Background: an optimization exercise with open tools, aiming at small area, a short achievable clock period and few clock cycles. Do not read the settings as production practice.
Function was checked by simulation only, so behaviour that the tests miss may differ from the original.
Power is estimated from default activity; no workload was simulated.

== delta ==
==> flow/design.v <==
module JAM (
input CLK,
input RST,
output reg [2:0] W,
output reg [2:0] J,
input [6:0] Cost,
output reg [3:0] MatchCount,
output reg [9:0] MinCost,
output reg Valid );
localparam P_COL = 3'd0, P_ROW = 3'd1, P_INS = 3'd2, P_INIT = 3'd3, P_DFS = 3'd4, P_DONE = 3'd5, P_INIT2 = 3'd6;
reg [2:0]  phase;
reg [6:0]  colm [0:7];    
reg [2:0]  lid  [0:7];    
reg [6:0]  lrm  [0:7];    
reg [2:0]  lam  [0:7];    
reg [2:0]  lkey [0:7];    
reg [6:0]  crm;
reg [2:0]  cam;
reg [2:0]  ckey;
reg [7:0]  Lh;            
reg [9:0]  LB0;           
reg [6:0]  dcol [0:6];    
reg [2:0]  job [0:6];     
reg [7:0]  U;             
reg        adv;           
reg [11:0] G;             
reg [6:0]  cmJ;           
reg [6:0]  rmc, rm1, dm;  
integer k;
wire [6:0] cm  = colm[J];
wire [6:0] d2  = Cost - cm;
wire [6:0] nc  = (W == 3'd0 || Cost < cm) ? Cost : cm;
wire       lt2 = (J == 3'd0 || d2 < crm);
wire       eq2 = (d2 == crm);
wire [2:0] ins_id = W - 3'd1;
reg  [7:0] gt;
always @(*) begin
    for (k = 0; k < 8; k = k + 1)
        gt[k] = (k >= ins_id) || (lkey[k] > ckey);
end
wire do_ins = (phase == P_ROW && J == 3'd0 && W != 3'd0) || (phase == P_INS);
wire [7:0] Lup = {Lh[6:0], 1'b0};      
wire [7:0] Ldn = {1'b0, Lh[7:1]};      
reg  [6:0] rm2u, rm1d;                 
reg  [6:0] dm2;                        
reg  [2:0] na, ca, pa, pj, wup, wdn;   
always @(*) begin
    rm2u = 7'd0; rm1d = 7'd0; dm2 = 7'd0; na = 3'd0; ca = 3'd0; pa = 3'd0; pj = 3'd0; wup = 3'd0; wdn = 3'd0;
    for (k = 0; k < 8; k = k + 1) begin
        rm1d = rm1d | ({7{Ldn[k]}} & lrm[k]);
        na  = na  | ({3{Lup[k]}} & lam[k]);
        wup = wup | ({3{Lup[k]}} & lid[k]);
        ca  = ca  | ({3{Lh[k]}}  & lam[k]);
        pa  = pa  | ({3{Ldn[k]}} & lam[k]);
        wdn = wdn | ({3{Ldn[k]}} & lid[k]);
    end
    for (k = 0; k < 7; k = k + 1)
        pj = pj | ({3{Ldn[k]}} & job[k]);
    for (k = 0; k < 6; k = k + 1) begin
        rm2u = rm2u | ({7{Lh[k]}} & lrm[k + 2]);
        dm2  = dm2  | ({7{Lh[k + 2]}} & dcol[k]);
    end
end
wire [11:0] thr = G + {5'd0, cmJ};
wire thr_neg = thr[11];
wire thr_big = |thr[10:7];
function [1:0] cmp7;
    input [6:0] a, b;
    reg [7:0] l, e;
    reg [3:0] l1, e1;
    reg [1:0] l2, e2;
    integer i;
    begin
        l = {1'b0, ~a & b};
        e = {1'b1, ~(a ^ b)};
        for (i = 0; i < 4; i = i + 1) begin
            l1[i] = l[2*i+1] | (e[2*i+1] & l[2*i]);
            e1[i] = e[2*i+1] & e[2*i];
        end
        for (i = 0; i < 2; i = i + 1) begin
            l2[i] = l1[2*i+1] | (e1[2*i+1] & l1[2*i]);
            e2[i] = e1[2*i+1] & e1[2*i];
        end
        cmp7 = {l2[1] | (e2[1] & l2[0]), e2[1] & e2[0]};
    end
endfunction
wire [1:0] c7 = cmp7(Cost, thr[6:0]);
wire ok   = !adv && !thr_neg && (thr_big || c7[1] || c7[0]);
wire less = !thr_neg && (thr_big || c7[1]);
wire leaf = Lh[7];
wire push = ok && !leaf;
wire better = leaf && ok && less;
wire [7:0] candN  = ~U & ~(8'd1 << ca) & ((J == ca) ? 8'hff : (8'hfe << J));
reg  [2:0] nxt; reg has_nxt;
always @(*) begin
    has_nxt = 1'b0; nxt = 3'd0;
    for (k = 7; k >= 0; k = k - 1)
        if (candN[k]) begin has_nxt = 1'b1; nxt = k; end
end
wire [7:0] freeP = ~(U | (8'd1 << J));
reg  [2:0] first;
always @(*) begin
    first = 3'd0;
    for (k = 7; k >= 0; k = k - 1)
        if (freeP[k]) first = k;
    if (freeP[na]) first = na;
end
wire [7:0] Up    = U & ~(8'd1 << pj);
wire [7:0] candP = ~Up & ~(8'd1 << pa) & ((pj == pa) ? 8'hff : (8'hfe << pj));
reg  [2:0] pnxt; reg has_pnxt;
always @(*) begin
    has_pnxt = 1'b0; pnxt = 3'd0;
    for (k = 7; k >= 0; k = k - 1)
        if (candP[k]) begin has_pnxt = 1'b1; pnxt = k; end
end
function [23:0] csa;    
    input [11:0] x, y, z;
    begin
        csa[11:0]  = x ^ y ^ z;
        csa[23:12] = {(x[10:0] & y[10:0]) | (x[10:0] & z[10:0]) | (y[10:0] & z[10:0]), 1'b0};
    end
endfunction
wire [11:0] e_cm   = {5'd0, cmJ};
wire [11:0] e_rm1  = {5'd0, rm1};
wire [11:0] n_cost = ~{5'd0, Cost};
wire [23:0] gp1 = csa(G, e_cm, e_rm1);
wire [23:0] gp2 = csa(gp1[11:0], gp1[23:12], n_cost);
wire [11:0] g_push = gp2[11:0] + gp2[23:12] + 12'd1;
wire [6:0]  dnow    = Cost - cmJ;
wire [9:0]  leafcost = MinCost - G[9:0] + {3'd0, dnow};
wire [7:0]  xpop    = {1'b0, dm} - {1'b0, rmc};
wire [11:0] g_pop   = G + {{4{xpop[7]}}, xpop};
wire [8:0]  gpb     = {xpop[7], xpop} + {2'd0, dnow};
wire [11:0] g_popb  = {{3{gpb[8]}}, gpb};
always @(posedge CLK) begin
    if (phase == P_COL) colm[J] <= nc;
    if (phase == P_ROW) begin
        if (lt2) begin
            crm <= d2;
            cam <= J;
            ckey <= 3'd0;
        end else if (eq2) begin
            cam <= J;
            ckey <= ckey + 3'd1;
        end
    end
    if (do_ins) begin
        for (k = 0; k < 8; k = k + 1)
            if (gt[k]) begin
                if (k > 0 && gt[k - 1]) begin
                    lid[k]  <= lid[k - 1];
                    lrm[k]  <= lrm[k - 1];
                    lam[k]  <= lam[k - 1];
                    lkey[k] <= lkey[k - 1];
                end else begin
                    lid[k]  <= ins_id;
                    lrm[k]  <= crm;
                    lam[k]  <= cam;
                    lkey[k] <= ckey;
                end
            end
    end
    if (phase == P_DFS) begin
        for (k = 0; k < 7; k = k + 1)
            if (Lh[k]) job[k] <= J;
        for (k = 0; k < 7; k = k + 1)
            if (Lh[k]) dcol[k] <= dnow;
    end
end
reg [2:0]  phase_n, W_n, J_n;
reg        Valid_n, adv_n;
reg [7:0]  Lh_n, U_n;
reg [11:0] G_n;
reg [6:0]  cmJ_n, rmc_n, rm1_n, dm_n;
reg [9:0]  LB0_n;
reg [9:0]  MinCost_n;
reg [3:0]  MatchCount_n;
always @(*) begin
    phase_n = phase; W_n = W; J_n = J; Valid_n = Valid;
    Lh_n = Lh; U_n = U; adv_n = adv; G_n = G; cmJ_n = cmJ; rmc_n = rmc; rm1_n = rm1; dm_n = dm; LB0_n = LB0;
    MinCost_n = MinCost; MatchCount_n = MatchCount;
    case (phase)
    P_COL: begin
        {J_n, W_n} = {J, W} + 6'd1;
        if (W == 3'd7 && J == 3'd7) phase_n = P_ROW;
    end
    P_ROW: begin
        if (W == 3'd0) LB0_n = ((J == 3'd0) ? 10'd0 : LB0) + {3'd0, cm};
        else if (J == 3'd0) LB0_n = LB0 + {3'd0, crm};
        {W_n, J_n} = {W, J} + 6'd1;
        if (W == 3'd7 && J == 3'd7) phase_n = P_INS;
    end
    P_INS: begin
        LB0_n = LB0 + {3'd0, crm};
        phase_n = P_INIT;
    end
    P_INIT: begin
        G_n = 12'd1023 - {2'd0, LB0} + {5'd0, lrm[0]};
        rmc_n = lrm[0];
        rm1_n = lrm[1];
        W_n = lid[0];
        J_n = lam[0];
        Lh_n = 8'd1;
        U_n = 8'd0;
        adv_n = 1'b0;
        MinCost_n = 10'd1023;
        MatchCount_n = 4'd0;
        phase_n = P_INIT2;
    end
    P_INIT2: begin
        cmJ_n = cm;
        phase_n = P_DFS;
    end
    P_DFS: begin
        adv_n = 1'b0;
        if (better) begin
            MinCost_n = leafcost;
            MatchCount_n = 4'd1;
        end else if (leaf && ok)
            MatchCount_n = MatchCount + 4'd1;
        if (push) begin
            U_n = U | (8'd1 << J);
            Lh_n = Lup;
            W_n = wup;
            J_n = first;
            G_n = g_push;
            rmc_n = rm1;
            rm1_n = rm2u;
            dm_n = dnow;
            cmJ_n = colm[first];
        end else if (has_nxt && !leaf) begin
            J_n = nxt;
            cmJ_n = colm[nxt];
        end else if (Lh[0]) begin
            phase_n = P_DONE;
            Valid_n = 1'b1;
        end else begin
            Lh_n = Ldn;
            W_n = wdn;
            U_n = Up;
            J_n = has_pnxt ? pnxt : pj;
            adv_n = !has_pnxt;
            G_n = better ? g_popb : g_pop;
            rmc_n = rm1d;
            rm1_n = rmc;
            dm_n = dm2;
            cmJ_n = colm[pnxt];
        end
    end
    default: ;
    endcase
end
always @(posedge CLK or posedge RST) begin
    if (RST) begin
        phase <= P_COL;
        W <= 3'd0;
        J <= 3'd0;
        Valid <= 1'b0;
    end else begin
        phase <= phase_n;
        W <= W_n;
        J <= J_n;
        Valid <= Valid_n;
    end
end
always @(posedge CLK) begin
    Lh <= Lh_n;
    U <= U_n;
    adv <= adv_n;
    G <= G_n;
    cmJ <= cmJ_n;
    rmc <= rmc_n;
    rm1 <= rm1_n;
    dm <= dm_n;
    LB0 <= LB0_n;
    MinCost <= MinCost_n;
    MatchCount <= MatchCount_n;
end
endmodule
Settings: LEC_CHECK=0, CAP_MARGIN=20, CORE_MARGIN=2, CORE_UTILIZATION=60, CTS_BUF_LIST=sky130_fd_sc_hd__clkbuf_8, SETUP_SLACK_MARGIN=3.5, SLEW_MARGIN=20; clock period 8.0 ns.
run.sh (not shown) runs the stock make flow with config.mk's settings and CLKGATE_MAP_FILE= SYNTH_SCRIPT=/design/flow/synth_recipe.tcl, a recipe that flattens the netlist after the stock synthesis.
delta ran to completion and came out clean on the timing, DRC and antenna checks.
Testbench counts of delta, summed over its fixed seeds: cycles 5,268.
Modified inputs, ember compared to delta
-- flow/design.v --
<<< delta, line 26
reg [11:0] G;             
reg [6:0]  cmJ;           
reg [6:0]  rmc, rm1, dm;  
integer k;
wire [6:0] cm  = colm[J];
>>> ember, line 26
reg [11:0] G;             
reg [6:0]  cmJ;           
integer k;
wire [6:0] cm  = colm[J];
<<< delta, line 42
wire [7:0] Lup = {Lh[6:0], 1'b0};      
wire [7:0] Ldn = {1'b0, Lh[7:1]};      
reg  [6:0] rm2u, rm1d;                 
reg  [6:0] dm2;                        
reg  [2:0] na, ca, pa, pj, wup, wdn;   
always @(*) begin
    rm2u = 7'd0; rm1d = 7'd0; dm2 = 7'd0; na = 3'd0; ca = 3'd0; pa = 3'd0; pj = 3'd0; wup = 3'd0; wdn = 3'd0;
    for (k = 0; k < 8; k = k + 1) begin
        rm1d = rm1d | ({7{Ldn[k]}} & lrm[k]);
        na  = na  | ({3{Lup[k]}} & lam[k]);
        wup = wup | ({3{Lup[k]}} & lid[k]);
>>> ember, line 41
wire [7:0] Lup = {Lh[6:0], 1'b0};      
wire [7:0] Ldn = {1'b0, Lh[7:1]};      
reg  [6:0] rm1;                        
reg  [2:0] na, ca, pa, pj, wup, wdn;   
reg  [6:0] dm, rmc;                    
always @(*) begin
    rm1 = 7'd0; na = 3'd0; ca = 3'd0; pa = 3'd0; pj = 3'd0; wup = 3'd0; wdn = 3'd0; dm = 7'd0; rmc = 7'd0;
    for (k = 0; k < 8; k = k + 1) begin
        rm1 = rm1 | ({7{Lup[k]}} & lrm[k]);
        na  = na  | ({3{Lup[k]}} & lam[k]);
        wup = wup | ({3{Lup[k]}} & lid[k]);
<<< delta, line 57
    for (k = 0; k < 7; k = k + 1)
        pj = pj | ({3{Ldn[k]}} & job[k]);
    for (k = 0; k < 6; k = k + 1) begin
        rm2u = rm2u | ({7{Lh[k]}} & lrm[k + 2]);
        dm2  = dm2  | ({7{Lh[k + 2]}} & dcol[k]);
    end
end
wire [11:0] thr = G + {5'd0, cmJ};
>>> ember, line 56
    for (k = 0; k < 7; k = k + 1)
        pj = pj | ({3{Ldn[k]}} & job[k]);
    for (k = 0; k < 7; k = k + 1)
        dm = dm | ({7{Ldn[k]}} & dcol[k]);
    for (k = 0; k < 8; k = k + 1)
        rmc = rmc | ({7{Lh[k]}} & lrm[k]);
end
wire [11:0] thr = G + {5'd0, cmJ};
<<< delta, line 172
reg [7:0]  Lh_n, U_n;
reg [11:0] G_n;
reg [6:0]  cmJ_n, rmc_n, rm1_n, dm_n;
reg [9:0]  LB0_n;
reg [9:0]  MinCost_n;
>>> ember, line 171
reg [7:0]  Lh_n, U_n;
reg [11:0] G_n;
reg [6:0]  cmJ_n;
reg [9:0]  LB0_n;
reg [9:0]  MinCost_n;
<<< delta, line 178
always @(*) begin
    phase_n = phase; W_n = W; J_n = J; Valid_n = Valid;
    Lh_n = Lh; U_n = U; adv_n = adv; G_n = G; cmJ_n = cmJ; rmc_n = rmc; rm1_n = rm1; dm_n = dm; LB0_n = LB0;
    MinCost_n = MinCost; MatchCount_n = MatchCount;
    case (phase)
>>> ember, line 177
always @(*) begin
    phase_n = phase; W_n = W; J_n = J; Valid_n = Valid;
    Lh_n = Lh; U_n = U; adv_n = adv; G_n = G; cmJ_n = cmJ; LB0_n = LB0;
    MinCost_n = MinCost; MatchCount_n = MatchCount;
    case (phase)
<<< delta, line 197
    P_INIT: begin
        G_n = 12'd1023 - {2'd0, LB0} + {5'd0, lrm[0]};
        rmc_n = lrm[0];
        rm1_n = lrm[1];
        W_n = lid[0];
        J_n = lam[0];
>>> ember, line 196
    P_INIT: begin
        G_n = 12'd1023 - {2'd0, LB0} + {5'd0, lrm[0]};
        W_n = lid[0];
        J_n = lam[0];
<<< delta, line 225
            J_n = first;
            G_n = g_push;
            rmc_n = rm1;
            rm1_n = rm2u;
            dm_n = dnow;
            cmJ_n = colm[first];
        end else if (has_nxt && !leaf) begin
>>> ember, line 222
            J_n = first;
            G_n = g_push;
            cmJ_n = colm[first];
        end else if (has_nxt && !leaf) begin
<<< delta, line 242
            adv_n = !has_pnxt;
            G_n = better ? g_popb : g_pop;
            rmc_n = rm1d;
            rm1_n = rmc;
            dm_n = dm2;
            cmJ_n = colm[pnxt];
        end
>>> ember, line 236
            adv_n = !has_pnxt;
            G_n = better ? g_popb : g_pop;
            cmJ_n = colm[pnxt];
        end
<<< delta, line 270
    G <= G_n;
    cmJ <= cmJ_n;
    rmc <= rmc_n;
    rm1 <= rm1_n;
    dm <= dm_n;
    LB0 <= LB0_n;
    MinCost <= MinCost_n;
>>> ember, line 261
    G <= G_n;
    cmJ <= cmJ_n;
    LB0 <= LB0_n;
    MinCost <= MinCost_n;
Results
In the reports, the flip-flop count of ember falls short of that of delta.
ember: PASS, flow complete, no timing, DRC or antenna violations
Relative to delta, number of synthesized register bits decreased by 14 in ember.
NOTE cell area delta->ember decreased slightly
The net load switching power in ember sits about 53% below the value recorded for delta.
ember ends up with a transition time at the pin with the least slew margin that is 0.0049 ns lower than in delta.
Looking at area growth from synthesis to layout, ember sits 0.95 points higher than delta does.
Testbench counts of ember, summed over its fixed seeds: cycles 5,268.

re-timing with driven ports:
How much do the figures lean on ideal ports? The routed layouts below were timed once more, with nothing changed but the port constraints.
Step 1 (the two cells are an assumption about what drives the block):
set clk [get_ports {CLK}]
set_driving_cell -lib_cell sky130_fd_sc_hd__clkbuf_16 $clk
set_driving_cell -lib_cell sky130_fd_sc_hd__buf_2 [delete_from_list [all_inputs] $clk]
Step 2 adds t to the input delays and takes it off the output delays; t is the mean of the earliest and latest rising clock arrival at the registers after step 1. Input paths then give back, and output paths get back, about the clock's delay inside the block.
Three values: no drivers, after step 1, after step 2; two values: the first two.
run	shift t [ns]	setup slack, ns	worst hold slack (ns)	worst register clock-pin slew, ns	pins driven straight from the clock port
delta	0.732	3.572 / 3.572 / 2.906	0.470 / 0.470 / 0.470	0.07 / 0.07	1
ember	0.710	3.491 / 3.491 / 2.868	0.470 / 0.470 / 0.470	0.07 / 0.07	1
After both steps every run listed still meets setup and hold. For delta, which loses most, drivers alone change the setup slack by 0.000 ns; drivers and shift together by -0.666 ns.
